This design comes from an exercise in tuning for small area and a short achievable clock period on the open sky130 flow, not from production work.
In this exercise RTL edits were held to simulation tests only and were not proved equivalent to the original.
Power is estimated from default activity; no workload was simulated.

$ cat flow/flow/run.sh
#!/bin/bash
# The standard layout (the standard.sh, unchanged synthesis), except that
# the port buffers are plain buffers and the clock-delay buffer cells are not
# used anywhere. The make output goes to standard.log; ORFS keeps each step's
# log under orfs/logs/.
set -uo pipefail
export BUFFER_PORTS_ARGS="-buffer_cell sky130_fd_sc_hd__buf_2"
export DONT_USE_CELLS="sky130_fd_sc_hd__clkdlybuf4s15_1 sky130_fd_sc_hd__clkdlybuf4s15_2 sky130_fd_sc_hd__clkdlybuf4s18_1 sky130_fd_sc_hd__clkdlybuf4s18_2 sky130_fd_sc_hd__clkdlybuf4s25_1 sky130_fd_sc_hd__clkdlybuf4s25_2 sky130_fd_sc_hd__clkdlybuf4s50_1 sky130_fd_sc_hd__clkdlybuf4s50_2"
export SETUP_MOVE_SEQUENCE="unbuffer,sizeup,swap"
bash standard.sh > standard.log 2>&1
$ cat flow/standard.sh
#!/bin/bash
# synth_recipe.tcl (not shown) runs the flow's synth.tcl, then flattens the netlist and writes it again
# the make line also repeats each setting of config.mk as NAME=value (left out here)
make -C /OpenROAD-flow-scripts/flow DESIGN_CONFIG=/design/flow/config.mk WORK_HOME=/design/flow/orfs CLKGATE_MAP_FILE= SYNTH_SCRIPT=/design/flow/synth_recipe.tcl "${@:-finish}"
$ cat flow/config.mk
export PLATFORM = sky130hd
export DESIGN_NAME = mac_demo
export DESIGN_NICKNAME = mac_demo
export VERILOG_FILES = /design/flow/design.v
export SDC_FILE = /design/flow/constraint.sdc
export NUM_CORES = 4
export LEC_CHECK = 0
export ABC_AREA = 1
export CAP_MARGIN = 20
export CORE_MARGIN = 2
export CORE_UTILIZATION = 40
export CTS_BUF_LIST = sky130_fd_sc_hd__clkbuf_4 sky130_fd_sc_hd__clkbuf_8
export SETUP_SLACK_MARGIN = 2.9
export SLEW_MARGIN = 20
export SYNTH_HIERARCHICAL = 1
export SYNTH_MINIMUM_KEEP_SIZE = 0
$ cat flow/constraint.sdc
create_clock -name core_clock -period 7.0 [get_ports {clk}]
set_input_delay 1.4000 -clock core_clock [delete_from_list [all_inputs] [get_ports {clk}]]
set_output_delay 1.4000 -clock core_clock [all_outputs]
set_load 0.01 [all_outputs]
$ cat flow/design.v
module multiplier  #(parameter width = 16)
   ( input    signed  [width-1 : 0] multiplicand,
     input    signed  [width-1 : 0] multiplier,   
     output   signed  [2 * width - 1 : 0] product
   ) ;
   assign  product = multiplicand * multiplier ;
endmodule
module  adder  #(parameter width = 32)  
		( input   signed [width-1 : 0] a ,
		  input   signed [width-1 : 0] b , 
		  output  signed [width-1 : 0] sum
		) ;
    assign   sum = a + b ;
endmodule
module accumulator #(parameter width = 32) 
	(input    clk,
     	 input    ena,
         input    reset,
         input	  signed [width - 1 : 0] acc_in,
   	 output   reg signed [width - 1 : 0] acc_out
	) ;
   always @(posedge clk) begin
      if (reset)  acc_out <= 0 ;
      else if (ena) acc_out <= acc_in ;
   end
endmodule
module mac_demo(input clk, input reset, input ena,
                input signed [15:0] k, input signed [15:0] x,
                output signed [31:0] acc_out);
  reg [31:0] rs, rc;
  reg rz;
  wire [31:0] acc;
  wire [31:0] ag, ap;
  ha u_cp0 (.a(rs[0]), .b(rc[0]), .s(ap[0]), .co(ag[0]));
  ha u_cp1 (.a(rs[1]), .b(rc[1]), .s(ap[1]), .co(ag[1]));
  ha u_cp2 (.a(rs[2]), .b(rc[2]), .s(ap[2]), .co(ag[2]));
  ha u_cp3 (.a(rs[3]), .b(rc[3]), .s(ap[3]), .co(ag[3]));
  ha u_cp4 (.a(rs[4]), .b(rc[4]), .s(ap[4]), .co(ag[4]));
  ha u_cp5 (.a(rs[5]), .b(rc[5]), .s(ap[5]), .co(ag[5]));
  ha u_cp6 (.a(rs[6]), .b(rc[6]), .s(ap[6]), .co(ag[6]));
  ha u_cp7 (.a(rs[7]), .b(rc[7]), .s(ap[7]), .co(ag[7]));
  ha u_cp8 (.a(rs[8]), .b(rc[8]), .s(ap[8]), .co(ag[8]));
  ha u_cp9 (.a(rs[9]), .b(rc[9]), .s(ap[9]), .co(ag[9]));
  ha u_cp10 (.a(rs[10]), .b(rc[10]), .s(ap[10]), .co(ag[10]));
  ha u_cp11 (.a(rs[11]), .b(rc[11]), .s(ap[11]), .co(ag[11]));
  ha u_cp12 (.a(rs[12]), .b(rc[12]), .s(ap[12]), .co(ag[12]));
  ha u_cp13 (.a(rs[13]), .b(rc[13]), .s(ap[13]), .co(ag[13]));
  ha u_cp14 (.a(rs[14]), .b(rc[14]), .s(ap[14]), .co(ag[14]));
  ha u_cp15 (.a(rs[15]), .b(rc[15]), .s(ap[15]), .co(ag[15]));
  ha u_cp16 (.a(rs[16]), .b(rc[16]), .s(ap[16]), .co(ag[16]));
  ha u_cp17 (.a(rs[17]), .b(rc[17]), .s(ap[17]), .co(ag[17]));
  ha u_cp18 (.a(rs[18]), .b(rc[18]), .s(ap[18]), .co(ag[18]));
  ha u_cp19 (.a(rs[19]), .b(rc[19]), .s(ap[19]), .co(ag[19]));
  ha u_cp20 (.a(rs[20]), .b(rc[20]), .s(ap[20]), .co(ag[20]));
  ha u_cp21 (.a(rs[21]), .b(rc[21]), .s(ap[21]), .co(ag[21]));
  ha u_cp22 (.a(rs[22]), .b(rc[22]), .s(ap[22]), .co(ag[22]));
  ha u_cp23 (.a(rs[23]), .b(rc[23]), .s(ap[23]), .co(ag[23]));
  ha u_cp24 (.a(rs[24]), .b(rc[24]), .s(ap[24]), .co(ag[24]));
  ha u_cp25 (.a(rs[25]), .b(rc[25]), .s(ap[25]), .co(ag[25]));
  ha u_cp26 (.a(rs[26]), .b(rc[26]), .s(ap[26]), .co(ag[26]));
  ha u_cp27 (.a(rs[27]), .b(rc[27]), .s(ap[27]), .co(ag[27]));
  ha u_cp28 (.a(rs[28]), .b(rc[28]), .s(ap[28]), .co(ag[28]));
  ha u_cp29 (.a(rs[29]), .b(rc[29]), .s(ap[29]), .co(ag[29]));
  ha u_cp30 (.a(rs[30]), .b(rc[30]), .s(ap[30]), .co(ag[30]));
  ha u_cp31 (.a(rs[31]), .b(rc[31]), .s(ap[31]), .co(ag[31]));
  wire pg1 = ag[1] | (ap[1] & ag[0]);
  wire pp_1 = ap[1] & ap[0];
  wire pg2 = ag[3] | (ap[3] & ag[2]);
  wire pp_2 = ap[3] & ap[2];
  wire pg3 = ag[5] | (ap[5] & ag[4]);
  wire pp_3 = ap[5] & ap[4];
  wire pg4 = ag[7] | (ap[7] & ag[6]);
  wire pp_4 = ap[7] & ap[6];
  wire pg5 = ag[9] | (ap[9] & ag[8]);
  wire pp_5 = ap[9] & ap[8];
  wire pg6 = ag[11] | (ap[11] & ag[10]);
  wire pp_6 = ap[11] & ap[10];
  wire pg7 = ag[13] | (ap[13] & ag[12]);
  wire pp_7 = ap[13] & ap[12];
  wire pg8 = ag[15] | (ap[15] & ag[14]);
  wire pp_8 = ap[15] & ap[14];
  wire pg9 = ag[17] | (ap[17] & ag[16]);
  wire pp_9 = ap[17] & ap[16];
  wire pg10 = ag[19] | (ap[19] & ag[18]);
  wire pp_10 = ap[19] & ap[18];
  wire pg11 = ag[21] | (ap[21] & ag[20]);
  wire pp_11 = ap[21] & ap[20];
  wire pg12 = ag[23] | (ap[23] & ag[22]);
  wire pp_12 = ap[23] & ap[22];
  wire pg13 = ag[25] | (ap[25] & ag[24]);
  wire pp_13 = ap[25] & ap[24];
  wire pg14 = ag[27] | (ap[27] & ag[26]);
  wire pp_14 = ap[27] & ap[26];
  wire pg15 = ag[29] | (ap[29] & ag[28]);
  wire pp_15 = ap[29] & ap[28];
  wire pg16 = ag[31] | (ap[31] & ag[30]);
  wire pp_16 = ap[31] & ap[30];
  wire pg17 = pg2 | (pp_2 & pg1);
  wire pp_17 = pp_2 & pp_1;
  wire pg18 = pg4 | (pp_4 & pg3);
  wire pp_18 = pp_4 & pp_3;
  wire pg19 = pg6 | (pp_6 & pg5);
  wire pp_19 = pp_6 & pp_5;
  wire pg20 = pg8 | (pp_8 & pg7);
  wire pp_20 = pp_8 & pp_7;
  wire pg21 = pg10 | (pp_10 & pg9);
  wire pp_21 = pp_10 & pp_9;
  wire pg22 = pg12 | (pp_12 & pg11);
  wire pp_22 = pp_12 & pp_11;
  wire pg23 = pg14 | (pp_14 & pg13);
  wire pp_23 = pp_14 & pp_13;
  wire pg24 = pg16 | (pp_16 & pg15);
  wire pp_24 = pp_16 & pp_15;
  wire pg25 = pg18 | (pp_18 & pg17);
  wire pp_25 = pp_18 & pp_17;
  wire pg26 = pg20 | (pp_20 & pg19);
  wire pp_26 = pp_20 & pp_19;
  wire pg27 = pg22 | (pp_22 & pg21);
  wire pp_27 = pp_22 & pp_21;
  wire pg28 = pg24 | (pp_24 & pg23);
  wire pp_28 = pp_24 & pp_23;
  wire pg29 = pg26 | (pp_26 & pg25);
  wire pp_29 = pp_26 & pp_25;
  wire pg30 = pg28 | (pp_28 & pg27);
  wire pp_30 = pp_28 & pp_27;
  wire pg31 = pg30 | (pp_30 & pg29);
  wire pp_31 = pp_30 & pp_29;
  wire pg32 = pg27 | (pp_27 & pg29);
  wire pp_32 = pp_27 & pp_29;
  wire pg33 = pg19 | (pp_19 & pg25);
  wire pp_33 = pp_19 & pp_25;
  wire pg34 = pg21 | (pp_21 & pg29);
  wire pp_34 = pp_21 & pp_29;
  wire pg35 = pg23 | (pp_23 & pg32);
  wire pp_35 = pp_23 & pp_32;
  wire pg36 = pg3 | (pp_3 & pg17);
  wire pp_36 = pp_3 & pp_17;
  wire pg37 = pg5 | (pp_5 & pg25);
  wire pp_37 = pp_5 & pp_25;
  wire pg38 = pg7 | (pp_7 & pg33);
  wire pp_38 = pp_7 & pp_33;
  wire pg39 = pg9 | (pp_9 & pg29);
  wire pp_39 = pp_9 & pp_29;
  wire pg40 = pg11 | (pp_11 & pg34);
  wire pp_40 = pp_11 & pp_34;
  wire pg41 = pg13 | (pp_13 & pg32);
  wire pp_41 = pp_13 & pp_32;
  wire pg42 = pg15 | (pp_15 & pg35);
  wire pp_42 = pp_15 & pp_35;
  wire pg43 = ag[2] | (ap[2] & pg1);
  wire pp_43 = ap[2] & pp_1;
  wire pg44 = ag[4] | (ap[4] & pg17);
  wire pp_44 = ap[4] & pp_17;
  wire pg45 = ag[6] | (ap[6] & pg36);
  wire pp_45 = ap[6] & pp_36;
  wire pg46 = ag[8] | (ap[8] & pg25);
  wire pp_46 = ap[8] & pp_25;
  wire pg47 = ag[10] | (ap[10] & pg37);
  wire pp_47 = ap[10] & pp_37;
  wire pg48 = ag[12] | (ap[12] & pg33);
  wire pp_48 = ap[12] & pp_33;
  wire pg49 = ag[14] | (ap[14] & pg38);
  wire pp_49 = ap[14] & pp_38;
  wire pg50 = ag[16] | (ap[16] & pg29);
  wire pp_50 = ap[16] & pp_29;
  wire pg51 = ag[18] | (ap[18] & pg39);
  wire pp_51 = ap[18] & pp_39;
  wire pg52 = ag[20] | (ap[20] & pg34);
  wire pp_52 = ap[20] & pp_34;
  wire pg53 = ag[22] | (ap[22] & pg40);
  wire pp_53 = ap[22] & pp_40;
  wire pg54 = ag[24] | (ap[24] & pg32);
  wire pp_54 = ap[24] & pp_32;
  wire pg55 = ag[26] | (ap[26] & pg41);
  wire pp_55 = ap[26] & pp_41;
  wire pg56 = ag[28] | (ap[28] & pg35);
  wire pp_56 = ap[28] & pp_35;
  wire pg57 = ag[30] | (ap[30] & pg42);
  wire pp_57 = ap[30] & pp_42;
  assign acc = ap ^ {pg57, pg42, pg56, pg35, pg55, pg41, pg54, pg32, pg53, pg40, pg52, pg34, pg51, pg39, pg50, pg29, pg49, pg38, pg48, pg33, pg47, pg37, pg46, pg25, pg45, pg36, pg44, pg17, pg43, pg1, ag[0], 1'b0};
  assign acc_out = acc & {32{~rz}};
  wire en = ena;
  wire [31:0] fb = acc_out;
  wire [16:0] xe = {x, 1'b0};
  wire [15:0] kg = k;
  wire [16:0] ke = {k[15], k};
  wire [17:0] ke2 = {ke, 1'b0};
  wire [7:0] ng, ngb;
  wire b0_one = (xe[1] ^ xe[0]) & en;
  wire b0_two = ((xe[2] & ~xe[1] & ~xe[0]) | (~xe[2] & xe[1] & xe[0])) & en;
  assign ng[0] = xe[2];
  wire [16:0] t0 = ke ^ {17{ng[0]}};
  wire [16:0] pp0 = ({17{b0_one}} & t0) | ({17{b0_two}} & {t0[15:0], ng[0]});
  assign ngb[0] = xe[2] & ~(xe[1] & xe[0]) & en;
  wire b1_one = (xe[3] ^ xe[2]) & en;
  wire b1_two = ((xe[4] & ~xe[3] & ~xe[2]) | (~xe[4] & xe[3] & xe[2])) & en;
  assign ng[1] = xe[4];
  wire [16:0] t1 = ke ^ {17{ng[1]}};
  wire [16:0] pp1 = ({17{b1_one}} & t1) | ({17{b1_two}} & {t1[15:0], ng[1]});
  assign ngb[1] = xe[4] & ~(xe[3] & xe[2]) & en;
  wire b2_one = (xe[5] ^ xe[4]) & en;
  wire b2_two = ((xe[6] & ~xe[5] & ~xe[4]) | (~xe[6] & xe[5] & xe[4])) & en;
  assign ng[2] = xe[6];
  wire [16:0] t2 = ke ^ {17{ng[2]}};
  wire [16:0] pp2 = ({17{b2_one}} & t2) | ({17{b2_two}} & {t2[15:0], ng[2]});
  assign ngb[2] = xe[6] & ~(xe[5] & xe[4]) & en;
  wire b3_one = (xe[7] ^ xe[6]) & en;
  wire b3_two = ((xe[8] & ~xe[7] & ~xe[6]) | (~xe[8] & xe[7] & xe[6])) & en;
  assign ng[3] = xe[8];
  wire [16:0] t3 = ke ^ {17{ng[3]}};
  wire [16:0] pp3 = ({17{b3_one}} & t3) | ({17{b3_two}} & {t3[15:0], ng[3]});
  assign ngb[3] = xe[8] & ~(xe[7] & xe[6]) & en;
  wire b4_one = (xe[9] ^ xe[8]) & en;
  wire b4_two = ((xe[10] & ~xe[9] & ~xe[8]) | (~xe[10] & xe[9] & xe[8])) & en;
  assign ng[4] = xe[10];
  wire [16:0] t4 = ke ^ {17{ng[4]}};
  wire [16:0] pp4 = ({17{b4_one}} & t4) | ({17{b4_two}} & {t4[15:0], ng[4]});
  assign ngb[4] = xe[10] & ~(xe[9] & xe[8]) & en;
  wire b5_one = (xe[11] ^ xe[10]) & en;
  wire b5_two = ((xe[12] & ~xe[11] & ~xe[10]) | (~xe[12] & xe[11] & xe[10])) & en;
  assign ng[5] = xe[12];
  wire [16:0] t5 = ke ^ {17{ng[5]}};
  wire [16:0] pp5 = ({17{b5_one}} & t5) | ({17{b5_two}} & {t5[15:0], ng[5]});
  assign ngb[5] = xe[12] & ~(xe[11] & xe[10]) & en;
  wire b6_one = (xe[13] ^ xe[12]) & en;
  wire b6_two = ((xe[14] & ~xe[13] & ~xe[12]) | (~xe[14] & xe[13] & xe[12])) & en;
  assign ng[6] = xe[14];
  wire [16:0] t6 = ke ^ {17{ng[6]}};
  wire [16:0] pp6 = ({17{b6_one}} & t6) | ({17{b6_two}} & {t6[15:0], ng[6]});
  assign ngb[6] = xe[14] & ~(xe[13] & xe[12]) & en;
  wire b7_one = (xe[15] ^ xe[14]) & en;
  wire b7_two = ((xe[16] & ~xe[15] & ~xe[14]) | (~xe[16] & xe[15] & xe[14])) & en;
  assign ng[7] = xe[16];
  wire [16:0] t7 = ke ^ {17{ng[7]}};
  wire [16:0] pp7 = ({17{b7_one}} & t7) | ({17{b7_two}} & {t7[15:0], ng[7]});
  assign ngb[7] = xe[16] & ~(xe[15] & xe[14]) & en;
  wire [5:0] pk;
  assign pk[0] = kg[0];
  assign pk[1] = kg[1] ^ (ng[7] & |kg[0:0]);
  assign pk[2] = kg[2] ^ (ng[7] & |kg[1:0]);
  assign pk[3] = kg[3] ^ (ng[7] & |kg[2:0]);
  assign pk[4] = kg[4] ^ (ng[7] & |kg[3:0]);
  assign pk[5] = kg[5] ^ (ng[7] & |kg[4:0]);
  wire [5:0] pe7 = ({6{b7_one}} & pk) | ({6{b7_two}} & {pk[4:0], 1'b0});
  wire c7 = ngb[7] & ~(b7_one & |kg[5:0]) & ~(b7_two & |kg[4:0]);
  wire fs0, fc0;
  fa u_fa0 (.a(ngb[0]), .b(fb[0]), .c(pp0[0]), .s(fs0), .co(fc0));
  wire fs1, fc1;
  fa u_fa1 (.a(fb[1]), .b(pp0[1]), .c(fc0), .s(fs1), .co(fc1));
  wire fs2, fc2;
  fa u_fa2 (.a(ngb[1]), .b(fb[2]), .c(pp0[2]), .s(fs2), .co(fc2));
  wire fs3, fc3;
  fa u_fa3 (.a(pp1[0]), .b(fs2), .c(fc1), .s(fs3), .co(fc3));
  wire fs4, fc4;
  fa u_fa4 (.a(fb[3]), .b(pp0[3]), .c(pp1[1]), .s(fs4), .co(fc4));
  wire hs0, hc0;
  ha u_ha0 (.a(fc2), .b(fs4), .s(hs0), .co(hc0));
  wire fs5, fc5;
  fa u_fa5 (.a(ngb[2]), .b(fb[4]), .c(pp0[4]), .s(fs5), .co(fc5));
  wire fs6, fc6;
  fa u_fa6 (.a(pp1[2]), .b(pp2[0]), .c(fc4), .s(fs6), .co(fc6));
  wire fs7, fc7;
  fa u_fa7 (.a(fs5), .b(hc0), .c(fs6), .s(fs7), .co(fc7));
  wire fs8, fc8;
  fa u_fa8 (.a(fb[5]), .b(pp0[5]), .c(pp1[3]), .s(fs8), .co(fc8));
  wire fs9, fc9;
  fa u_fa9 (.a(pp2[1]), .b(fc5), .c(fs8), .s(fs9), .co(fc9));
  wire hs1, hc1;
  ha u_ha1 (.a(fc6), .b(fs9), .s(hs1), .co(hc1));
  wire fs10, fc10;
  fa u_fa10 (.a(ngb[3]), .b(fb[6]), .c(pp0[6]), .s(fs10), .co(fc10));
  wire fs11, fc11;
  fa u_fa11 (.a(pp1[4]), .b(pp2[2]), .c(pp3[0]), .s(fs11), .co(fc11));
  wire fs12, fc12;
  fa u_fa12 (.a(fc8), .b(fs10), .c(fs11), .s(fs12), .co(fc12));
  wire hs2, hc2;
  ha u_ha2 (.a(fc9), .b(fs12), .s(hs2), .co(hc2));
  wire fs13, fc13;
  fa u_fa13 (.a(fb[7]), .b(pp0[7]), .c(pp1[5]), .s(fs13), .co(fc13));
  wire fs14, fc14;
  fa u_fa14 (.a(pp2[3]), .b(pp3[1]), .c(fc10), .s(fs14), .co(fc14));
  wire fs15, fc15;
  fa u_fa15 (.a(fc11), .b(fs13), .c(fs14), .s(fs15), .co(fc15));
  wire hs3, hc3;
  ha u_ha3 (.a(fc12), .b(hc2), .s(hs3), .co(hc3));
  wire fs16, fc16;
  fa u_fa16 (.a(ngb[4]), .b(fb[8]), .c(pp0[8]), .s(fs16), .co(fc16));
  wire fs17, fc17;
  fa u_fa17 (.a(pp1[6]), .b(pp2[4]), .c(pp3[2]), .s(fs17), .co(fc17));
  wire hs4, hc4;
  ha u_ha4 (.a(pp4[0]), .b(fc13), .s(hs4), .co(hc4));
  wire fs18, fc18;
  fa u_fa18 (.a(fb[9]), .b(pp0[9]), .c(pp1[7]), .s(fs18), .co(fc18));
  wire hs5, hc5;
  ha u_ha5 (.a(pp2[5]), .b(pp3[3]), .s(hs5), .co(hc5));
  wire fs19, fc19;
  fa u_fa19 (.a(ngb[5]), .b(fb[10]), .c(pp0[10]), .s(fs19), .co(fc19));
  wire fs20, fc20;
  fa u_fa20 (.a(pp1[8]), .b(pp2[6]), .c(pp3[4]), .s(fs20), .co(fc20));
  wire fs21, fc21;
  fa u_fa21 (.a(fb[11]), .b(pp0[11]), .c(pp1[9]), .s(fs21), .co(fc21));
  wire hs6, hc6;
  ha u_ha6 (.a(pp2[7]), .b(pp3[5]), .s(hs6), .co(hc6));
  wire fs22, fc22;
  fa u_fa22 (.a(ngb[6]), .b(fb[12]), .c(pp0[12]), .s(fs22), .co(fc22));
  wire fs23, fc23;
  fa u_fa23 (.a(pp1[10]), .b(pp2[8]), .c(pp3[6]), .s(fs23), .co(fc23));
  wire hs7, hc7;
  ha u_ha7 (.a(pp4[4]), .b(pp5[2]), .s(hs7), .co(hc7));
  wire fs24, fc24;
  fa u_fa24 (.a(fb[13]), .b(pp0[13]), .c(pp1[11]), .s(fs24), .co(fc24));
  wire fs25, fc25;
  fa u_fa25 (.a(pp2[9]), .b(pp3[7]), .c(pp4[5]), .s(fs25), .co(fc25));
  wire hs8, hc8;
  ha u_ha8 (.a(pp5[3]), .b(pp6[1]), .s(hs8), .co(hc8));
  wire fs26, fc26;
  fa u_fa26 (.a(fb[14]), .b(pp0[14]), .c(pp1[12]), .s(fs26), .co(fc26));
  wire fs27, fc27;
  fa u_fa27 (.a(pp2[10]), .b(pp3[8]), .c(pp4[6]), .s(fs27), .co(fc27));
  wire fs28, fc28;
  fa u_fa28 (.a(pp5[4]), .b(pp6[2]), .c(pe7[0]), .s(fs28), .co(fc28));
  wire fs29, fc29;
  fa u_fa29 (.a(fb[15]), .b(pp0[15]), .c(pp1[13]), .s(fs29), .co(fc29));
  wire fs30, fc30;
  fa u_fa30 (.a(pp2[11]), .b(pp3[9]), .c(pp4[7]), .s(fs30), .co(fc30));
  wire fs31, fc31;
  fa u_fa31 (.a(pp5[5]), .b(pp6[3]), .c(pe7[1]), .s(fs31), .co(fc31));
  wire fs32, fc32;
  fa u_fa32 (.a(fb[16]), .b(pp0[16]), .c(pp1[14]), .s(fs32), .co(fc32));
  wire fs33, fc33;
  fa u_fa33 (.a(pp2[12]), .b(pp3[10]), .c(pp4[8]), .s(fs33), .co(fc33));
  wire fs34, fc34;
  fa u_fa34 (.a(pp5[6]), .b(pp6[4]), .c(pe7[2]), .s(fs34), .co(fc34));
  wire fs35, fc35;
  fa u_fa35 (.a(fb[17]), .b(pp0[16]), .c(pp1[15]), .s(fs35), .co(fc35));
  wire fs36, fc36;
  fa u_fa36 (.a(pp2[13]), .b(pp3[11]), .c(pp4[9]), .s(fs36), .co(fc36));
  wire fs37, fc37;
  fa u_fa37 (.a(pp5[7]), .b(pp6[5]), .c(pe7[3]), .s(fs37), .co(fc37));
  wire fs38, fc38;
  fa u_fa38 (.a(fb[18]), .b(~pp0[16]), .c(~pp1[16]), .s(fs38), .co(fc38));
  wire fs39, fc39;
  fa u_fa39 (.a(pp2[14]), .b(pp3[12]), .c(pp4[10]), .s(fs39), .co(fc39));
  wire fs40, fc40;
  fa u_fa40 (.a(pp5[8]), .b(pp6[6]), .c(pe7[4]), .s(fs40), .co(fc40));
  wire fs41, fc41;
  assign fs41 = ~(fb[19] ^ pp2[15]);
  assign fc41 = fb[19] | pp2[15];
  wire fs42, fc42;
  fa u_fa42 (.a(pp3[13]), .b(pp4[11]), .c(pp5[9]), .s(fs42), .co(fc42));
  wire hs9, hc9;
  ha u_ha9 (.a(pp6[7]), .b(pe7[5]), .s(hs9), .co(hc9));
  wire fs43, fc43;
  fa u_fa43 (.a(fb[20]), .b(~pp2[16]), .c(pp3[14]), .s(fs43), .co(fc43));
  wire fs44, fc44;
  fa u_fa44 (.a(pp4[12]), .b(pp5[10]), .c(pp6[8]), .s(fs44), .co(fc44));
  wire hs10, hc10;
  ha u_ha10 (.a(pp7[6]), .b(c7), .s(hs10), .co(hc10));
  wire fs45, fc45;
  assign fs45 = ~(fb[21] ^ pp3[15]);
  assign fc45 = fb[21] | pp3[15];
  wire fs46, fc46;
  fa u_fa46 (.a(pp4[13]), .b(pp5[11]), .c(pp6[9]), .s(fs46), .co(fc46));
  wire fs47, fc47;
  fa u_fa47 (.a(fb[22]), .b(~pp3[16]), .c(pp4[14]), .s(fs47), .co(fc47));
  wire hs11, hc11;
  assign hs11 = ~fb[23];
  assign hc11 = fb[23];
  wire fs48, fc48;
  fa u_fa48 (.a(fs16), .b(fs17), .c(hs4), .s(fs48), .co(fc48));
  wire fs49, fc49;
  fa u_fa49 (.a(pp4[1]), .b(hs5), .c(fc16), .s(fs49), .co(fc49));
  wire hs12, hc12;
  ha u_ha12 (.a(fc17), .b(fs18), .s(hs12), .co(hc12));
  wire fs50, fc50;
  fa u_fa50 (.a(pp4[2]), .b(pp5[0]), .c(hc5), .s(fs50), .co(fc50));
  wire fs51, fc51;
  fa u_fa51 (.a(fc18), .b(fs19), .c(fs20), .s(fs51), .co(fc51));
  wire fs52, fc52;
  fa u_fa52 (.a(pp4[3]), .b(pp5[1]), .c(hs6), .s(fs52), .co(fc52));
  wire fs53, fc53;
  fa u_fa53 (.a(fc19), .b(fc20), .c(fs21), .s(fs53), .co(fc53));
  wire fs54, fc54;
  fa u_fa54 (.a(pp6[0]), .b(hc6), .c(hs7), .s(fs54), .co(fc54));
  wire fs55, fc55;
  fa u_fa55 (.a(fc21), .b(fs22), .c(fs23), .s(fs55), .co(fc55));
  wire fs56, fc56;
  fa u_fa56 (.a(hc7), .b(hs8), .c(fc22), .s(fs56), .co(fc56));
  wire fs57, fc57;
  fa u_fa57 (.a(fc23), .b(fs24), .c(fs25), .s(fs57), .co(fc57));
  wire fs58, fc58;
  fa u_fa58 (.a(hc8), .b(fc24), .c(fc25), .s(fs58), .co(fc58));
  wire fs59, fc59;
  fa u_fa59 (.a(fs26), .b(fs27), .c(fs28), .s(fs59), .co(fc59));
  wire fs60, fc60;
  fa u_fa60 (.a(fc26), .b(fc27), .c(fc28), .s(fs60), .co(fc60));
  wire fs61, fc61;
  fa u_fa61 (.a(fs29), .b(fs30), .c(fs31), .s(fs61), .co(fc61));
  wire fs62, fc62;
  fa u_fa62 (.a(fc29), .b(fc30), .c(fc31), .s(fs62), .co(fc62));
  wire fs63, fc63;
  fa u_fa63 (.a(fs32), .b(fs33), .c(fs34), .s(fs63), .co(fc63));
  wire fs64, fc64;
  fa u_fa64 (.a(fc32), .b(fc33), .c(fc34), .s(fs64), .co(fc64));
  wire fs65, fc65;
  fa u_fa65 (.a(fs35), .b(fs36), .c(fs37), .s(fs65), .co(fc65));
  wire fs66, fc66;
  fa u_fa66 (.a(fc35), .b(fc36), .c(fc37), .s(fs66), .co(fc66));
  wire fs67, fc67;
  fa u_fa67 (.a(fs38), .b(fs39), .c(fs40), .s(fs67), .co(fc67));
  wire fs68, fc68;
  fa u_fa68 (.a(hs9), .b(fc38), .c(fc39), .s(fs68), .co(fc68));
  wire fs69, fc69;
  fa u_fa69 (.a(fc40), .b(fs41), .c(fs42), .s(fs69), .co(fc69));
  wire fs70, fc70;
  fa u_fa70 (.a(hc9), .b(fc41), .c(fc42), .s(fs70), .co(fc70));
  wire fs71, fc71;
  fa u_fa71 (.a(fs43), .b(fs44), .c(hs10), .s(fs71), .co(fc71));
  wire fs72, fc72;
  fa u_fa72 (.a(pp7[7]), .b(fc43), .c(fc44), .s(fs72), .co(fc72));
  wire fs73, fc73;
  fa u_fa73 (.a(fs45), .b(hc10), .c(fs46), .s(fs73), .co(fc73));
  wire fs74, fc74;
  fa u_fa74 (.a(pp5[12]), .b(pp6[10]), .c(pp7[8]), .s(fs74), .co(fc74));
  wire fs75, fc75;
  fa u_fa75 (.a(fc45), .b(fc46), .c(fs47), .s(fs75), .co(fc75));
  wire fs76, fc76;
  fa u_fa76 (.a(hs11), .b(pp4[15]), .c(pp5[13]), .s(fs76), .co(fc76));
  wire fs77, fc77;
  fa u_fa77 (.a(pp6[11]), .b(pp7[9]), .c(fc47), .s(fs77), .co(fc77));
  wire fs78, fc78;
  fa u_fa78 (.a(fb[24]), .b(hc11), .c(~pp4[16]), .s(fs78), .co(fc78));
  wire fs79, fc79;
  fa u_fa79 (.a(pp5[14]), .b(pp6[12]), .c(pp7[10]), .s(fs79), .co(fc79));
  wire fs80, fc80;
  assign fs80 = ~(fb[25] ^ pp5[15]);
  assign fc80 = fb[25] | pp5[15];
  wire hs13, hc13;
  ha u_ha13 (.a(pp6[13]), .b(pp7[11]), .s(hs13), .co(hc13));
  wire fs81, fc81;
  fa u_fa81 (.a(fb[26]), .b(~pp5[16]), .c(pp6[14]), .s(fs81), .co(fc81));
  wire hs14, hc14;
  assign hs14 = ~fb[27];
  assign hc14 = fb[27];
  wire hs15, hc15;
  ha u_ha15 (.a(fc14), .b(fs48), .s(hs15), .co(hc15));
  wire fs82, fc82;
  fa u_fa82 (.a(hc4), .b(hs12), .c(fs49), .s(fs82), .co(fc82));
  wire fs83, fc83;
  fa u_fa83 (.a(fs50), .b(hc12), .c(fc49), .s(fs83), .co(fc83));
  wire fs84, fc84;
  fa u_fa84 (.a(fc50), .b(fs52), .c(fc51), .s(fs84), .co(fc84));
  wire fs85, fc85;
  fa u_fa85 (.a(fc52), .b(fs54), .c(fc53), .s(fs85), .co(fc85));
  wire fs86, fc86;
  fa u_fa86 (.a(fc54), .b(fs56), .c(fc55), .s(fs86), .co(fc86));
  wire fs87, fc87;
  fa u_fa87 (.a(fc56), .b(fs58), .c(fc57), .s(fs87), .co(fc87));
  wire fs88, fc88;
  fa u_fa88 (.a(fc58), .b(fs60), .c(fc59), .s(fs88), .co(fc88));
  wire fs89, fc89;
  fa u_fa89 (.a(fc60), .b(fs62), .c(fc61), .s(fs89), .co(fc89));
  wire fs90, fc90;
  fa u_fa90 (.a(fc62), .b(fs64), .c(fc63), .s(fs90), .co(fc90));
  wire fs91, fc91;
  fa u_fa91 (.a(fc64), .b(fs66), .c(fc65), .s(fs91), .co(fc91));
  wire fs92, fc92;
  fa u_fa92 (.a(fc66), .b(fs68), .c(fc67), .s(fs92), .co(fc92));
  wire fs93, fc93;
  fa u_fa93 (.a(fc68), .b(fc69), .c(fs70), .s(fs93), .co(fc93));
  wire fs94, fc94;
  fa u_fa94 (.a(fc70), .b(fs72), .c(fc71), .s(fs94), .co(fc94));
  wire fs95, fc95;
  fa u_fa95 (.a(fs74), .b(fc72), .c(fc73), .s(fs95), .co(fc95));
  wire fs96, fc96;
  fa u_fa96 (.a(fc74), .b(fs76), .c(fs77), .s(fs96), .co(fc96));
  wire fs97, fc97;
  fa u_fa97 (.a(fc76), .b(fs78), .c(fs79), .s(fs97), .co(fc97));
  wire fs98, fc98;
  fa u_fa98 (.a(hs13), .b(fc78), .c(fc79), .s(fs98), .co(fc98));
  wire fs99, fc99;
  fa u_fa99 (.a(pp7[12]), .b(hc13), .c(fc80), .s(fs99), .co(fc99));
  wire fs100, fc100;
  fa u_fa100 (.a(hs14), .b(pp6[15]), .c(pp7[13]), .s(fs100), .co(fc100));
  wire fs101, fc101;
  fa u_fa101 (.a(fb[28]), .b(hc14), .c(~pp6[16]), .s(fs101), .co(fc101));
  wire hs16, hc16;
  assign hs16 = ~fb[29];
  assign hc16 = fb[29];
  wire hs17, hc17;
  ha u_ha17 (.a(fc15), .b(hc3), .s(hs17), .co(hc17));
  wire fs102, fc102;
  fa u_fa102 (.a(fc48), .b(fs82), .c(hc15), .s(fs102), .co(fc102));
  wire fs103, fc103;
  fa u_fa103 (.a(fs51), .b(fs83), .c(fc82), .s(fs103), .co(fc103));
  wire fs104, fc104;
  fa u_fa104 (.a(fs53), .b(fc83), .c(fs84), .s(fs104), .co(fc104));
  wire fs105, fc105;
  fa u_fa105 (.a(fs55), .b(fc84), .c(fs85), .s(fs105), .co(fc105));
  wire fs106, fc106;
  fa u_fa106 (.a(fs57), .b(fc85), .c(fs86), .s(fs106), .co(fc106));
  wire fs107, fc107;
  fa u_fa107 (.a(fs59), .b(fc86), .c(fs87), .s(fs107), .co(fc107));
  wire fs108, fc108;
  fa u_fa108 (.a(fs61), .b(fc87), .c(fs88), .s(fs108), .co(fc108));
  wire fs109, fc109;
  fa u_fa109 (.a(fs63), .b(fc88), .c(fs89), .s(fs109), .co(fc109));
  wire fs110, fc110;
  fa u_fa110 (.a(fs65), .b(fc89), .c(fs90), .s(fs110), .co(fc110));
  wire fs111, fc111;
  fa u_fa111 (.a(fs67), .b(fc90), .c(fs91), .s(fs111), .co(fc111));
  wire fs112, fc112;
  fa u_fa112 (.a(fs69), .b(fc91), .c(fs92), .s(fs112), .co(fc112));
  wire fs113, fc113;
  fa u_fa113 (.a(fs71), .b(fc92), .c(fs93), .s(fs113), .co(fc113));
  wire fs114, fc114;
  fa u_fa114 (.a(fs73), .b(fc93), .c(fs94), .s(fs114), .co(fc114));
  wire fs115, fc115;
  fa u_fa115 (.a(fs75), .b(fc94), .c(fs95), .s(fs115), .co(fc115));
  wire fs116, fc116;
  fa u_fa116 (.a(fc75), .b(fc95), .c(fs96), .s(fs116), .co(fc116));
  wire fs117, fc117;
  fa u_fa117 (.a(fc77), .b(fs97), .c(fc96), .s(fs117), .co(fc117));
  wire fs118, fc118;
  fa u_fa118 (.a(fs80), .b(fc97), .c(fs98), .s(fs118), .co(fc118));
  wire fs119, fc119;
  fa u_fa119 (.a(fs81), .b(fc98), .c(fs99), .s(fs119), .co(fc119));
  wire fs120, fc120;
  fa u_fa120 (.a(fc81), .b(fs100), .c(fc99), .s(fs120), .co(fc120));
  wire fs121, fc121;
  fa u_fa121 (.a(pp7[14]), .b(fc100), .c(fs101), .s(fs121), .co(fc121));
  wire fs122, fc122;
  fa u_fa122 (.a(hs16), .b(pp7[15]), .c(fc101), .s(fs122), .co(fc122));
  wire fs123, fc123;
  fa u_fa123 (.a(fb[30]), .b(hc16), .c(~pp7[16]), .s(fs123), .co(fc123));
  wire hs18, hc18;
  assign hs18 = ~fb[31];
  assign hc18 = fb[31];
  wire [31:0] ns = {hs18, fs123, fs122, fs121, fs120, fc118, fs118, fs117, fc115, fc114, fc113, fc112, fc111, fc110, fc109, fc108, fc107, fc106, fc105, fc104, fc103, fs103, hc17, hs15, fs15, hc1, fc7, fs7, hs0, fs3, fs1, fs0};
  wire [31:0] nc = {fc123, fc122, fc121, fc120, fc119, fs119, fc117, fc116, fs116, fs115, fs114, fs113, fs112, fs111, fs110, fs109, fs108, fs107, fs106, fs105, fs104, fc102, fs102, hs17, hs3, hs2, hs1, 1'b0, fc3, 1'b0, 1'b0, 1'b0};
  always @(posedge clk) begin
    rz <= reset;
    rs <= ns;
    rc <= nc;
  end
endmodule
module fa(input a, input b, input c, output s, output co);
  assign s = a ^ b ^ c;
  assign co = (a & b) | (a & c) | (b & c);
endmodule
module ha(input a, input b, output s, output co);
  assign s = a ^ b;
  assign co = a & b;
endmodule
==> impl_metrics.py, run 1 <==
metrics = {
    "floorplanning": {
        "core_um2": 20100,
        "rows": 52,
        "die_area_um2": 21500,
        "start_util": 0.405,
        "die_x_um": 147,
        "die-height_um": 147,
        "ios": 67,
    },
    "clock_tree": {
        "cts_tree": "yes",
        "cts_sinks": 61,
        "clk_latency_ns": 0.37,
        "cts_buffers": 9,
        "htreeDepth": 3,
        "cts.path.max_buffers": 2,
        "clkSlewWorstSetupHoldPaths_ns": 0.07,
        "cts-root-buf": "clkbuf_8",
        "postCtsSetupBuffers": 0,
    },
    "worst_setup_path": {
        "worstSetupPathType": "input port to flip-flop",
        "critPathMaxFanout": 21,
        "cp.arrival_ns": 4.31,
        "cp.required_ns": 7.25,
        "endpoint_kind": "flip-flop",
        "worst_setup_path_start_kind": "input port",
    },
    "sta": {
        "final.setup_skew_ns": 0.00482,
        "setup_tns_ns": 0,
        "post-route-min-period_ns": 4.07,
        "rsz0062_at_grt": "true",
        "fmax_mhz": 246,
        "holdWs_ns": 0.718,
        "finalSetupViolCount": 0,
        "drv_slew": 0,
        "fin_crit_sh": 0.581,
        "hold_viol": 0,
    },
    "grt": {
        "antenna_found_initial": 0,
        "gr-total-overflow": 0,
        "grt_usage": 0.209,
        "grt_first_pass_wirelength_um": 34900,
        "grt_max_degree": 22,
        "grt_pass1_vias": 6684,
    },
    "routing": {
        "viasPerCell": 5.36,
        "first_iter_violations": 336,
        "avgRoutedWirePerCell_um": 18.1,
        "routed_wirelength_um": 21100,
        "first_pass_iters": 5,
        "drcViolationCount": 0,
        "num_vias": 6255,
        "ant_nets": 0,
    },
    "yosys": {
        "syn-cell-area_um2": 8140,
        "post_synth.cell_area_avg_um2": 9.39,
        "ys_ff_latch": 61,
        "ys_seq_area_frac": 0.150,
        "ys.flop_type": "dfxtp_1",
        "syn_inst": 866,
        "ys_warn_count": 7,
        "synthArstFlopShare": 0,
        "ys_types": 36,
        "synth_edf_count": 0,
    },
    "cells_and_area": {
        "regArea_um2": 1230,
        "multi_input_area_um2": 6960,
        "most-common-layout-cells": "fa_1, xnor2_1, o22ai_1",
        "area_delta_synth_final_pct": 16.5,
        "fillers": 1937,
        "final_common_cell": "fa_1",
        "nNetsFinal": 1120,
        "diodes": 0,
        "final_layout_size_suffix_gt1_frac": 0.242,
    },
    "status": {
        "run_status": "no timing/DRC/antenna violations",
    },
    "power_and_ir_drop": {
        "p_per_area_nw_per_um2": 416,
        "p_leak_nw": 4.18,
        "ir_worst_vdd_uv": 272,
    },
    "placed_design": {
        "hpwl_um": 16700,
        "place.gp.congestion": 0.906,
        "io_buffers": 66,
    },
    "min_path": {
        "timing.hold.worst.class": "flip-flop to flip-flop",
    },
    "flow_run": {
        "drv_cap": 0,
    },
}
-- synthesized netlist by cell type, drive strengths merged (7+ instances only) --
| library cell | number | area [um2] |
|---|---|---|
| fa | 121 | 2420 |
| xnor2 | 114 | 998 |
| o22ai | 112 | 701 |
| nand2 | 84 | 368 |
| inv | 78 | 293 |
| ha | 73 | 913 |
| dfxtp | 61 | 1220 |
| buf | 50 | 278 |
| nor2 | 42 | 178 |
| o21ai | 36 | 180 |
| nor3 | 29 | 145 |
| a21oi | 13 | 80.1 |
| xor2 | 13 | 114 |
| o21a | 12 | 90.1 |
| nand3 | 10 | 50.1 |
| clkbuf | 7 | 27.5 |
-- worst paths after layout --
path	start	slack, ns	endpoint	cells after the start
max	x[9]	2.93	rc[18]$_DFF_P_	8
min	rc[31]$_DFF_P_	0.72	rs[31]$_DFF_P_	4
max reg2reg	rs[7]$_DFF_P_	3.06	rc[16]$_DFF_P_	14
min reg2reg	rc[31]$_DFF_P_	0.72	rs[31]$_DFF_P_	4
-- routing by layer --
metal	share of wire	track usage	wire length (um)
met4	0.025	0.0728	518
met5	0	0	0
met2	0.50	0.360	10500
met1	0.43	0.265	9120
met3	0.048	0.0353	1020
-- modules after synthesis, one instance, submodules excluded --
module / flops+latches / times used / cells inside / cell area, um2
mac_demo: 61 / 1 / 698 / 5120
fa: 0 / 121 / 1 / 20.0
ha: 0 / 47 / 1 / 12.5
-- what timing repair did --
item | in CTS | in global routing
gates resized for setup | 57 | 76
gates cloned | 0 | 0
pin swaps | 17 | 37
setup endpoints to repair | 45 | 43
hold buffers | 0 | 0
hold endpoints to repair | 0 | 0
-- state kept, by name (all words and copies together), names as in the netlist --
signal and count:
rz 1, rc 28, rs 32
-- through the flow --
stage,cells,worst slack (ns),total power [W],cell area [um2],utilization
floorplan,869,2.89,0.00269,8330,-
finish,1166,2.93,0.00394,9480,0.472
CTS,1166,2.89,0.00388,9140,0.455
global placement,1150,1.97,0.00331,8660,0.431
global route,1166,2.82,0.00449,9480,0.472
detailed placement,1150,1.91,0.00337,8660,0.431
-- worst max-delay path, cell delays in order --
cell	delay (ns)
buf_6	0.21
ha_1	0.28
nand2_2	0.32
o22ai_1	0.19
fa_1	0.47
fa_1	0.49
fa_1	0.53
fa_1	0.40
-- power breakdown --
group,switching (W),leakage [nW],internal (W)
Combinational,0.00164,3.54,0.00127
Clock,0.000145,0.126,0.000239
Sequential,0.0000716,0.513,0.000572
Total,0.00186,4.18,0.00208
-- layout make-up --
type                    instances  share of cell area
clock buffers                  13              0.0189
clock inverters                 3             0.00686
flip-flops and latches         61               0.130
well taps                     270              0.0356
repair buffers                 68              0.0433
inverters                      79              0.0315
multi-input cells             672               0.734
-- kinds of logic after synthesis --
| kind of cell | count (synthesis) | synth area share |
|---|---|---|
| simple gates | 168 | 0.0934 |
| other cells | 1 | 0.000461 |
| xor+xnor | 127 | 0.137 |
| buf+inv | 136 | 0.0740 |
| flops | 61 | 0.150 |
| fa+ha+maj | 194 | 0.410 |
| compound gates | 179 | 0.135 |
==> run 2: changes to the inputs <==
--- a/flow/flow/run.sh
+++ b/flow/flow/run.sh
@@ -6,5 +6,5 @@
 set -uo pipefail
 export BUFFER_PORTS_ARGS="-buffer_cell sky130_fd_sc_hd__buf_2"
 export DONT_USE_CELLS="sky130_fd_sc_hd__clkdlybuf4s15_1 sky130_fd_sc_hd__clkdlybuf4s15_2 sky130_fd_sc_hd__clkdlybuf4s18_1 sky130_fd_sc_hd__clkdlybuf4s18_2 sky130_fd_sc_hd__clkdlybuf4s25_1 sky130_fd_sc_hd__clkdlybuf4s25_2 sky130_fd_sc_hd__clkdlybuf4s50_1 sky130_fd_sc_hd__clkdlybuf4s50_2"
-export SETUP_MOVE_SEQUENCE="unbuffer,sizeup,swap"
+export SETUP_MOVE_SEQUENCE="unbuffer,sizeup,swap,clone"
 bash standard.sh > standard.log 2>&1
==> impl_metrics.py, run 2 <==
metrics = {
    "status": {
        "run_status": "no timing/DRC/antenna violations",
    },
    "floorplanning": {
        "rows": 52,
        "die-height_um": 147,
        "ios": 67,
        "start_util": 0.405,
        "core_um2": 20100,
        "die_area_um2": 21500,
        "die_x_um": 147,
    },
    "routing": {
        "routed_wirelength_um": 21800,
        "viasPerCell": 5.41,
        "avgRoutedWirePerCell_um": 18.6,
        "num_vias": 6341,
        "first_pass_iters": 5,
        "first_iter_violations": 361,
        "drcViolationCount": 0,
        "ant_nets": 0,
    },
    "grt": {
        "grt_usage": 0.213,
        "antenna_found_initial": 0,
        "grt_max_degree": 22,
        "grt_pass1_vias": 6792,
        "grt_first_pass_wirelength_um": 35500,
        "gr-total-overflow": 0,
    },
    "worst_setup_path": {
        "r2r-end": "rc[16]$_DFF_P_",
        "worst_setup_path_start_kind": "input port",
        "ff2ff_path_depth": 14,
        "r2r-start": "rs[7]$_DFF_P_",
        "crit_buf_inv": 1,
        "path_cells": "buf_6 > o21ai_0 > nand2_1 > o22ai_1 > ha_1 > fa_1 > fa_1 > fa_1",
        "worstSetupPathType": "input port to flip-flop",
        "crit_path_top_delay_cell": "fa_1",
        "crit_path_max_incr_delay_ns": 0.54,
        "crit_top_cell": "fa_1",
        "r2r_slack_ns": 2.98,
        "cp.required_ns": 7.25,
        "critPathMaxFanout": 21,
        "endpoint_kind": "flip-flop",
        "cp.arrival_ns": 4.32,
        "critPathTopFamily": "adder cells",
    },
    "min_path": {
        "min_path_cells": 4,
        "hp-start": "rc[31]$_DFF_P_",
        "min_to": "rs[31]$_DFF_P_",
        "timing.hold.worst.class": "flip-flop to flip-flop",
    },
    "yosys": {
        "synthArstFlopShare": 0,
        "ys_ff_latch": 61,
        "ys.flop_type": "dfxtp_1",
        "yosysTopAreaCell": "fa_1",
        "synth_top_area_share": 0.298,
        "post_synth.cell_area_avg_um2": 9.39,
        "ys_top_cells_by_count": "fa_1, xnor2_1, o22ai_1, inv_1",
        "ys_types": 36,
        "synth_edf_count": 0,
        "syn-cell-area_um2": 8140,
        "ys_warn_count": 7,
        "ys_seq_area_frac": 0.150,
        "syn_inst": 866,
        "synth.most_common_cell": "fa_1",
        "synth.area.top_cells": "fa_1, dfxtp_1, xnor2_1, ha_1, o22ai_1",
    },
    "cells_and_area": {
        "largest_reg_flops": 32,
        "final_common_cell": "fa_1",
        "final_layout_size_suffix_gt1_frac": 0.242,
        "final_area_um2": 9480,
        "top_register": "rs",
        "diodes": 0,
        "top_regs": "rs x32, rc x28, rz x1",
        "most-common-layout-cells": "fa_1, xnor2_1, o22ai_1",
        "nNetsFinal": 1126,
        "area_delta_synth_final_pct": 16.5,
    },
    "power_and_ir_drop": {
        "p_switching_w": 0.00186,
        "p_per_area_nw_per_um2": 416,
        "pwr-share-comb": 0.739,
        "p_leak_nw": 4.18,
        "p_int_w": 0.00208,
        "ir_worst_vdd_uv": 272,
        "power_frac_seq": 0.163,
        "sw_frac_of_total": 0.472,
        "clockPowerShare": 0.097,
    },
    "sta": {
        "fmax_mhz": 246,
        "rsz0062_at_grt": "true",
        "post-route-min-period_ns": 4.07,
        "setup_tns_ns": 0,
        "slew_headroom": 0.648,
        "hold_viol": 0,
        "fin_crit_sh": 0.581,
        "drv_slew": 0,
        "tightest_slew_ns": 0.523,
        "finalSetupViolCount": 0,
        "final.setup_skew_ns": 0.00603,
    },
    "placed_design": {
        "hpwl_um": 16700,
        "io_buffers": 66,
        "place.gp.congestion": 0.906,
        "placed_cell_area_um2": 8660,
    },
    "clock_tree": {
        "cts-root-buf": "clkbuf_8",
        "cts.path.max_buffers": 2,
        "cts_buffers": 9,
        "htreeDepth": 3,
        "clkSlewWorstSetupHoldPaths_ns": 0.07,
        "cts_hold_buf": 0,
        "cts_tree": "yes",
        "cts_sinks": 61,
        "clk_latency_ns": 0.37,
    },
    "flow_run": {
        "drv_cap": 0,
    },
}
## run 2: cell counts after synthesis
Identical to the previous run, type by type.
## run 2: worst max-delay path by stage
| stage | startpoint | end | slack (ns) | depth (start not counted) |
|---|---|---|---|---|
| 2_1_floorplan | x[3] | rc[17]$_DFF_P_ | 2.89 | 10 |
| 3_3_place_gp | x[5] | rc[21]$_DFF_P_ | 1.97 | 9 |
| 3_5_place_dp | x[5] | rc[21]$_DFF_P_ | 1.91 | 9 |
| 4_1_cts | rc[6]$_DFF_P_ | acc_out[23] | 2.89 | 15 |
| 5_1_grt | rs[7]$_DFF_P_ | acc_out[15] | 2.81 | 11 |
| 6_report | x[11] | rc[12]$_DFF_P_ | 2.93 | 8 |
## run 2: metrics by stage
step | utilization | power, W | hold WS (ns) | setup WS, ns | cells
after floorplan | - | 0.00269 | 0.489 | 2.89 | 869
after global placement | 0.431 | 0.00331 | 0.658 | 1.97 | 1150
after detailed placement | 0.431 | 0.00337 | 0.665 | 1.91 | 1150
after CTS | 0.455 | 0.00388 | 0.695 | 2.89 | 1170
after global routing | 0.471 | 0.00449 | 0.799 | 2.81 | 1172
final | 0.471 | 0.00394 | 0.718 | 2.93 | 1172
## run 2: worst reg2reg max path: stages (launching register included)
cell and delay [ns]:
dfxtp_2 0.33, ha_4 0.26, nand2_4 0.07, inv_4 0.04, a21oi_4 0.19, a21oi_2 0.09, or2_1 0.27, a31o_1 0.23
ha_2 0.18, o21a_1 0.21, nor3_4 0.26, fa_1 0.49, fa_2 0.40, fa_1 0.50, fa_1 0.40
## run 2: cells by family (layout without fill, tap and decap cells)
group / count (synthesis) / in the layout / share of synthesized area
xor+xnor: 127 / 127 / 0.137
compound gates: 179 / 179 / 0.135
simple gates: 168 / 174 / 0.0934
other cells: 1 / 4 / 0.000461
buf+inv: 136 / 163 / 0.0740
fa+ha+maj: 194 / 194 / 0.410
flops: 61 / 61 / 0.150
## run 2: metal layers
layer  up-vias  track usage  share of wire
li1       2976            -              -
met1      3126        0.268           0.42
met2       188        0.359           0.49
met3        51       0.0372          0.055
met4         0       0.0947          0.036
met5         -            0              0
## run 2: repair_timing
| item | in CTS | in global routing |
|---|---|---|
| setup endpoints to repair | 45 | 43 |
| gates cloned | 4 | 2 |
| pin swaps | 18 | 29 |
| setup buffers | 0 | 0 |
| resized for setup | 60 | 78 |
## run 2: Yosys stat by module, one instance, submodules excluded
| module | flops+latches | area [um2] | copies in the design | cells |
|---|---|---|---|---|
| fa | 0 | 20.0 | 121 | 1 |
| ha | 0 | 12.5 | 47 | 1 |
| mac_demo | 61 | 5120 | 1 | 698 |
## run 2: final cells by class
cell class | instances | area (um2)
flip-flops and latches | 61 | 1230
well taps | 270 | 338
inverters | 79 | 299
repair buffers | 68 | 405
fillers | 1932 | 10600
clock buffers | 13 | 179
clock inverters | 3 | 65.1
multi-input cells | 678 | 6960
## run 2: power groups by stage
| stage | registers [W] | clock network (W) | logic [W] |
|---|---|---|---|
| after floorplan | 0.000612 | 0 | 0.00208 |
| after global placement | 0.000626 | 0 | 0.00268 |
| after detailed placement | 0.000627 | 0 | 0.00274 |
| after CTS | 0.000634 | 0.000395 | 0.00286 |
| after global routing | 0.000659 | 0.000406 | 0.00342 |
| final | 0.000643 | 0.000384 | 0.00291 |
==> run 3: changes to the inputs <==
--- a/flow/flow/run.sh
+++ b/flow/flow/run.sh
@@ -6,5 +6,4 @@
 set -uo pipefail
 export BUFFER_PORTS_ARGS="-buffer_cell sky130_fd_sc_hd__buf_2"
 export DONT_USE_CELLS="sky130_fd_sc_hd__clkdlybuf4s15_1 sky130_fd_sc_hd__clkdlybuf4s15_2 sky130_fd_sc_hd__clkdlybuf4s18_1 sky130_fd_sc_hd__clkdlybuf4s18_2 sky130_fd_sc_hd__clkdlybuf4s25_1 sky130_fd_sc_hd__clkdlybuf4s25_2 sky130_fd_sc_hd__clkdlybuf4s50_1 sky130_fd_sc_hd__clkdlybuf4s50_2"
-export SETUP_MOVE_SEQUENCE="unbuffer,sizeup,swap,clone"
 bash standard.sh > standard.log 2>&1
--- a/flow/config.mk
+++ b/flow/config.mk
@@ -10,7 +10,7 @@
 export CORE_MARGIN = 2
 export CORE_UTILIZATION = 40
 export CTS_BUF_LIST = sky130_fd_sc_hd__clkbuf_4 sky130_fd_sc_hd__clkbuf_8
-export SETUP_SLACK_MARGIN = 2.9
+export SETUP_SLACK_MARGIN = 2.5
 export SLEW_MARGIN = 20
 export SYNTH_HIERARCHICAL = 1
 export SYNTH_MINIMUM_KEEP_SIZE = 0
==> impl_metrics.py, run 3 <==
metrics = {
    "yosys": {
        "ys_top_cells_by_count": "fa_1, xnor2_1, o22ai_1, inv_1",
        "synth_edf_count": 0,
        "ys_warn_count": 7,
        "post_synth.cell_area_avg_um2": 9.39,
        "ys.flop_type": "dfxtp_1",
        "yosysTopAreaCell": "fa_1",
        "synth.area.top_cells": "fa_1, dfxtp_1, xnor2_1, ha_1, o22ai_1",
        "ys_seq_area_frac": 0.150,
        "syn-cell-area_um2": 8140,
        "ys_ff_latch": 61,
        "ys_types": 36,
        "syn_inst": 866,
        "synth.most_common_cell": "fa_1",
        "synth_top_area_share": 0.298,
        "synthArstFlopShare": 0,
    },
    "clock_tree": {
        "clkSlewWorstSetupHoldPaths_ns": 0.08,
        "htreeDepth": 3,
        "cts_sinks": 61,
        "clk_latency_ns": 0.37,
        "cts-root-buf": "clkbuf_8",
        "postCtsSetupBuffers": 0,
        "cts_tree": "yes",
        "cts_buffers": 9,
        "cts_resized": 6,
        "cts_hold_buf": 0,
        "cts.path.max_buffers": 2,
    },
    "routing": {
        "viasPerCell": 5.34,
        "drcViolationCount": 0,
        "ant_nets": 0,
        "first_iter_violations": 419,
        "routed_wirelength_um": 20600,
        "num_vias": 6221,
        "first_pass_iters": 5,
        "avgRoutedWirePerCell_um": 17.7,
    },
    "worst_setup_path": {
        "crit_buf_inv": 1,
        "worst_setup_path_start_kind": "input port",
        "crit_path_max_incr_delay_ns": 0.52,
        "cp.required_ns": 7.25,
        "critPathTopFamily": "adder cells",
        "crit_top_cell": "fa_1",
        "crit_path_top_delay_cell": "fa_1",
        "worstSetupPathType": "input port to flip-flop",
        "path_cells": "clkbuf_4 > ha_1 > nand2_1 > o22ai_1 > fa_1 > fa_1 > fa_1 > fa_1",
        "endpoint_kind": "flip-flop",
        "cp.arrival_ns": 4.59,
        "critPathMaxFanout": 21,
        "r2r_slack_ns": 2.69,
    },
    "sta": {
        "drv_slew": 0,
        "slew_headroom": 0.625,
        "finalSetupViolCount": 0,
        "final.setup_skew_ns": 0.0154,
        "post-route-min-period_ns": 4.34,
        "fin_crit_sh": 0.620,
        "setup_tns_ns": 0,
        "fmax_mhz": 230,
        "rsz0062_at_grt": "false",
        "hold_viol": 0,
        "tightest_slew_ns": 0.561,
    },
    "flow_run": {
        "drv_cap": 0,
    },
    "placed_design": {
        "hpwl_um": 16400,
        "io_buffers": 66,
        "placed_cell_area_um2": 8520,
        "place.gp.congestion": 0.860,
        "dpl.cell_count": 1149,
    },
    "cells_and_area": {
        "area_delta_synth_final_pct": 7.97,
        "finalNonFillerCells": 1165,
        "final_area_um2": 8780,
        "final_layout_size_suffix_gt1_frac": 0.132,
        "diodes": 0,
        "most-common-layout-cells": "fa_1, xnor2_1, o22ai_1",
        "nNetsFinal": 1119,
        "top_register": "rs",
        "final_common_cell": "fa_1",
        "top_regs": "rs x32, rc x28, rz x1",
        "fillers": 1958,
        "largest_reg_flops": 32,
    },
    "floorplanning": {
        "die_area_um2": 21500,
        "die_x_um": 147,
        "rows": 52,
        "core_um2": 20100,
        "die-height_um": 147,
        "start_util": 0.405,
        "ios": 67,
    },
    "min_path": {
        "timing.hold.worst.class": "flip-flop to flip-flop",
    },
    "grt": {
        "grt_pass1_vias": 6286,
        "antenna_found_initial": 0,
        "grt_usage": 0.203,
        "grt_first_pass_wirelength_um": 34000,
        "grt_max_degree": 33,
        "gr-total-overflow": 0,
    },
    "power_and_ir_drop": {
        "p_switching_w": 0.00177,
        "clockPowerShare": 0.090,
        "p_leak_nw": 3.99,
        "p_per_area_nw_per_um2": 418,
        "pwr-share-comb": 0.741,
        "sw_frac_of_total": 0.482,
        "ir_worst_vdd_uv": 204,
        "p_int_w": 0.00190,
        "power_frac_seq": 0.169,
    },
    "status": {
        "run_status": "no timing/DRC/antenna violations",
    },
}
## run 3: cell counts after synthesis
No cell type changed its count.
## run 3: logic make-up after synthesis
group,share of synthesized area
buffers and inverters,0.0740
AOI/OAI and AO/OA,0.135
xor gates and xnor gates,0.137
and+or+nand+nor,0.0934
DFF,0.150
other,0.000461
adders and majority gates,0.410
## run 3: cell type report
class / count / area, um2 / share of cell area
clock buffer: 10 / 138 / 0.0157
multi-input combinational: 672 / 6370 / 0.725
timing repair buffer: 67 / 355 / 0.0405
inverter: 79 / 297 / 0.0338
clock inverter: 6 / 62.6 / 0.00712
sequential: 61 / 1220 / 0.139
tap: 270 / 338 / 0.0385
## run 3: worst reg2reg max path, cell delays in order (launching register included)
cell     delay (ns)
dfxtp_1        0.31
ha_1           0.33
nand2_1        0.11
inv_1          0.07
a21oi_4        0.21
a21oi_1        0.11
or2_1          0.25
a31o_1         0.20
ha_1           0.19
o21a_1         0.17
nor3_2         0.36
fa_1           0.51
fa_1           0.45
fa_1           0.51
fa_1           0.40
## run 3: final timing paths
| path | from | end | depth (start not counted) |
|---|---|---|---|
| worst min-delay path | rc[31]$_DFF_P_ | rs[31]$_DFF_P_ | 4 |
| worst min register to register | rc[31]$_DFF_P_ | rs[31]$_DFF_P_ | 4 |
| worst max register to register | rs[7]$_DFF_P_ | rc[16]$_DFF_P_ | 14 |
| worst max-delay path | x[11] | rc[15]$_DFF_P_ | 8 |
## run 3: metrics by stage
stage	util	setup WS, ns	hold WS (ns)	power, W
after detailed placement	0.424	2.01	0.666	0.00337
final	0.437	2.66	0.677	0.00367
after global routing	0.437	2.53	0.752	0.00421
after CTS	0.435	2.49	0.693	0.00373
after global placement	0.424	2.05	0.662	0.00329
after floorplan	-	2.79	0.489	0.00267
## run 3: power groups by stage
stage               sequential [W]  combinational (W)  clock (W)
floorplan                 0.000612            0.00206          0
global placement          0.000627            0.00266          0
detailed placement        0.000628            0.00274          0
CTS                       0.000622            0.00277   0.000343
global route              0.000638            0.00321   0.000357
finish                    0.000621            0.00272   0.000331
## run 3: layer usage
layer | global-route usage | wire length, um | vias up
met3 | 0.0478 | 1640 | 13
met4 | 0.0403 | 191 | 0
met5 | 0 | 0 | -
met2 | 0.316 | 9320 | 215
li1 | - | - | 2961
met1 | 0.291 | 9490 | 3032
## run 3: Yosys stat by module (local to each module, per instance)
module	flip-flops and latches	copies in the design	cells inside	cell area, um2
mac_demo	61	1	698	5120
fa	0	121	1	20.0
ha	0	47	1	12.5
==> run 4: changes to the inputs <==
--- a/flow/config.mk
+++ b/flow/config.mk
@@ -10,7 +10,7 @@
 export CORE_MARGIN = 2
 export CORE_UTILIZATION = 40
 export CTS_BUF_LIST = sky130_fd_sc_hd__clkbuf_4 sky130_fd_sc_hd__clkbuf_8
-export SETUP_SLACK_MARGIN = 2.5
+export SETUP_SLACK_MARGIN = 2.4
 export SLEW_MARGIN = 20
 export SYNTH_HIERARCHICAL = 1
 export SYNTH_MINIMUM_KEEP_SIZE = 0
==> impl_metrics.py, run 4 <==
metrics = {
    "status": {
        "run_status": "no timing/DRC/antenna violations",
    },
    "routing": {
        "routed_wirelength_um": 20400,
        "first_iter_violations": 442,
        "route.layer.met1.wl_um": 9530,
        "ant_nets": 0,
        "highest_layer": "met4",
        "drcViolationCount": 0,
        "num_vias": 6225,
        "first_pass_iters": 5,
        "avgRoutedWirePerCell_um": 17.5,
        "route.met2.wl_um": 9170,
        "viasPerCell": 5.34,
        "wl_met3_um": 1550,
    },
    "sta": {
        "holdWs_ns": 0.677,
        "rsz0062_at_grt": "false",
        "hold_viol": 0,
        "fin_crit_sh": 0.639,
        "setup_tns_ns": 0,
        "fmax_mhz": 223,
        "slew_headroom": 0.563,
        "drv_slew": 0,
        "tightest_slew_ns": 0.654,
        "final.setup_skew_ns": 0.0148,
        "post-route-min-period_ns": 4.47,
        "finalSetupViolCount": 0,
    },
    "yosys": {
        "ys_ff_latch": 61,
        "synthArstFlopShare": 0,
        "synth.most_common_cell": "fa_1",
        "ys_types": 36,
        "synthSimpleGateAreaFrac": 0.0934,
        "ys.flop_type": "dfxtp_1",
        "synth_edf_count": 0,
        "synth_top_family_by_area": "adder cells",
        "synth_compound_area_frac": 0.135,
        "synth_top_area_share": 0.298,
        "synth.area.top_cells": "fa_1, dfxtp_1, xnor2_1, ha_1, o22ai_1",
        "syn_inst": 866,
        "ys_warn_count": 7,
        "post_synth.cell_area_avg_um2": 9.39,
        "syn-cell-area_um2": 8140,
        "synth_fa_ha_area_frac": 0.410,
        "ys_seq_area_frac": 0.150,
        "yosysTopAreaCell": "fa_1",
        "synth_xor_area_frac": 0.137,
        "muxShareOfSynthArea": 0,
        "ys_top_cells_by_count": "fa_1, xnor2_1, o22ai_1, inv_1",
    },
    "power_and_ir_drop": {
        "pwr-share-comb": 0.740,
        "sw_frac_of_total": 0.481,
        "power_frac_seq": 0.170,
        "p_int_w": 0.00190,
        "clockPowerShare": 0.090,
        "p_per_area_nw_per_um2": 418,
        "ir_worst_vdd_uv": 203,
        "p_switching_w": 0.00176,
        "p_leak_nw": 3.98,
    },
    "placed_design": {
        "placed_cell_area_um2": 8520,
        "place.gp.congestion": 0.860,
        "io_buffers": 66,
        "hpwl_um": 16400,
    },
    "worst_setup_path": {
        "worst_setup_path_start_kind": "input port",
        "ff2ff_path_depth": 14,
        "cp.arrival_ns": 4.71,
        "cp.required_ns": 7.24,
        "worstSetupPathType": "input port to flip-flop",
        "critPathMaxFanout": 18,
        "endpoint_kind": "flip-flop",
    },
    "cells_and_area": {
        "diodes": 0,
        "most-common-layout-cells": "fa_1, xnor2_1, o22ai_1",
        "final_layout_size_suffix_gt1_frac": 0.126,
        "final_common_cell": "fa_1",
        "largest_reg_flops": 32,
        "final_area_um2": 8760,
        "nNetsFinal": 1119,
        "top_regs": "rs x32, rc x28, rz x1",
        "top_register": "rs",
        "area_delta_synth_final_pct": 7.67,
    },
    "grt": {
        "antenna_found_initial": 0,
        "gr-total-overflow": 0,
        "grt_max_degree": 33,
        "grt_first_pass_wirelength_um": 33900,
        "grt_usage": 0.203,
        "grt_pass1_vias": 6273,
    },
    "floorplanning": {
        "die_x_um": 147,
        "die-height_um": 147,
        "core_um2": 20100,
        "ios": 67,
        "die_area_um2": 21500,
        "rows": 52,
        "start_util": 0.405,
    },
    "min_path": {
        "timing.hold.worst.class": "flip-flop to flip-flop",
        "min_path_cells": 4,
    },
    "clock_tree": {
        "cts_buffers": 9,
        "cts_sinks": 61,
        "clk_latency_ns": 0.37,
        "cts-root-buf": "clkbuf_8",
        "clkSlewWorstSetupHoldPaths_ns": 0.07,
        "cts_hold_buf": 0,
        "cts_tree": "yes",
        "cts.path.max_buffers": 2,
        "htreeDepth": 3,
    },
    "flow_run": {
        "drv_cap": 0,
    },
}
[run 4: cell counts after synthesis]
No cell type changed its count.
[run 4: routing by layer]
layer / global-route usage / vias to the layer above
li1: - / 2964
met1: 0.291 / 3036
met2: 0.316 / 212
met3: 0.0478 / 13
met4: 0.0403 / 0
met5: 0 / -
[run 4: layout make-up]
class / instances / area, um2
clock buffers: 10 / 138
clock inverters: 6 / 62.6
fillers: 1956 / 11300
inverters: 79 / 297
multi-input cells: 672 / 6350
flip-flops and latches: 61 / 1220
well taps: 270 / 338
repair buffers: 67 / 353
[run 4: timing repair]
action	4_1_cts	5_1_grt
gates resized for setup	0	14
setup buffers	0	0
setup endpoints to repair	0	28
[run 4: worst paths after layout]
kind / to / from / slack [ns]
worst max-delay path: rc[18]$_DFF_P_ / ena / 2.53
worst min-delay path: rs[31]$_DFF_P_ / rc[31]$_DFF_P_ / 0.68
worst max register to register: rc[16]$_DFF_P_ / rs[7]$_DFF_P_ / 2.69
worst min register to register: rs[31]$_DFF_P_ / rc[31]$_DFF_P_ / 0.68
[run 4: cells by family after synthesis]
| kind of cell | Yosys count |
|---|---|
| fa+ha+maj | 194 |
| compound gates | 179 |
| simple gates | 168 |
| buf+inv | 136 |
| xor+xnor | 127 |
| flops | 61 |
| other cells | 1 |
[run 4: critical path, cell delays in order]
cell	delay, ns
buf_2	0.33
nand2_1	0.16
o21ai_1	0.14
nand2_1	0.36
o21ai_0	0.43
fa_1	0.51
fa_1	0.46
fa_1	0.51
fa_1	0.40
[run 4: stage by stage]
| step | setup WS (ns) | instances | power (W) | utilization |
|---|---|---|---|---|
| floorplan | 2.79 | 869 | 0.00267 | - |
| detailed placement | 2.01 | 1149 | 0.00337 | 0.424 |
| CTS | 2.41 | 1165 | 0.00373 | 0.434 |
| finish | 2.53 | 1165 | 0.00366 | 0.436 |
| global route | 2.42 | 1165 | 0.00419 | 0.436 |
| global placement | 2.05 | 1149 | 0.00329 | 0.424 |
[run 4: Yosys stat by module, one instance, submodules excluded]
module	cells	flops+latches
mac_demo	698	61
fa	1	0
ha	1	0
[run 4: power groups by stage]
stage	sequential, W	combinational (W)	clock (W)
floorplan	0.000612	0.00206	0
global placement	0.000627	0.00266	0
detailed placement	0.000628	0.00274	0
CTS	0.000622	0.00276	0.000343
global route	0.000638	0.00320	0.000357
finish	0.000620	0.00271	0.000331

separate check: timing with driven ports:
The flow's constraints put no driver on any port. The routed layouts listed below were extracted and timed again, unchanged, in two steps.
Step 1 sets driving cells, clkbuf_16 on the clock port and buf_2 on the other inputs (assumed; they add their load-dependent delay and slew).
Step 2 moves the port delays by t, midway between the first and last clock arrival at a register: inputs arrive t later, outputs are due t later. That takes back most of the time a late clock gives input paths.
Slacks: ideal / step 1 / step 2; pairs: ideal / step 1.
| run | shift t [ns] | setup slack, ns | hold WS [ns] | cell pins on the clock port's net |
|---|---|---|---|---|
| run 1 | 0.408 | 2.934 / 2.909 / 2.522 | 0.718 / 0.718 / 0.718 | 1 |
| run 2 | 0.408 | 2.930 / 2.895 / 2.512 | 0.718 / 0.718 / 0.718 | 1 |
| run 3 | 0.408 | 2.660 / 2.637 / 2.265 | 0.677 / 0.677 / 0.677 | 1 |
| run 4 | 0.406 | 2.525 / 2.538 / 2.132 | 0.677 / 0.677 / 0.677 | 1 |
After both steps every run listed still meets setup and hold. The setup slack of run 2, which loses most, moves by -0.035 ns with the drivers and by -0.418 ns with both steps.
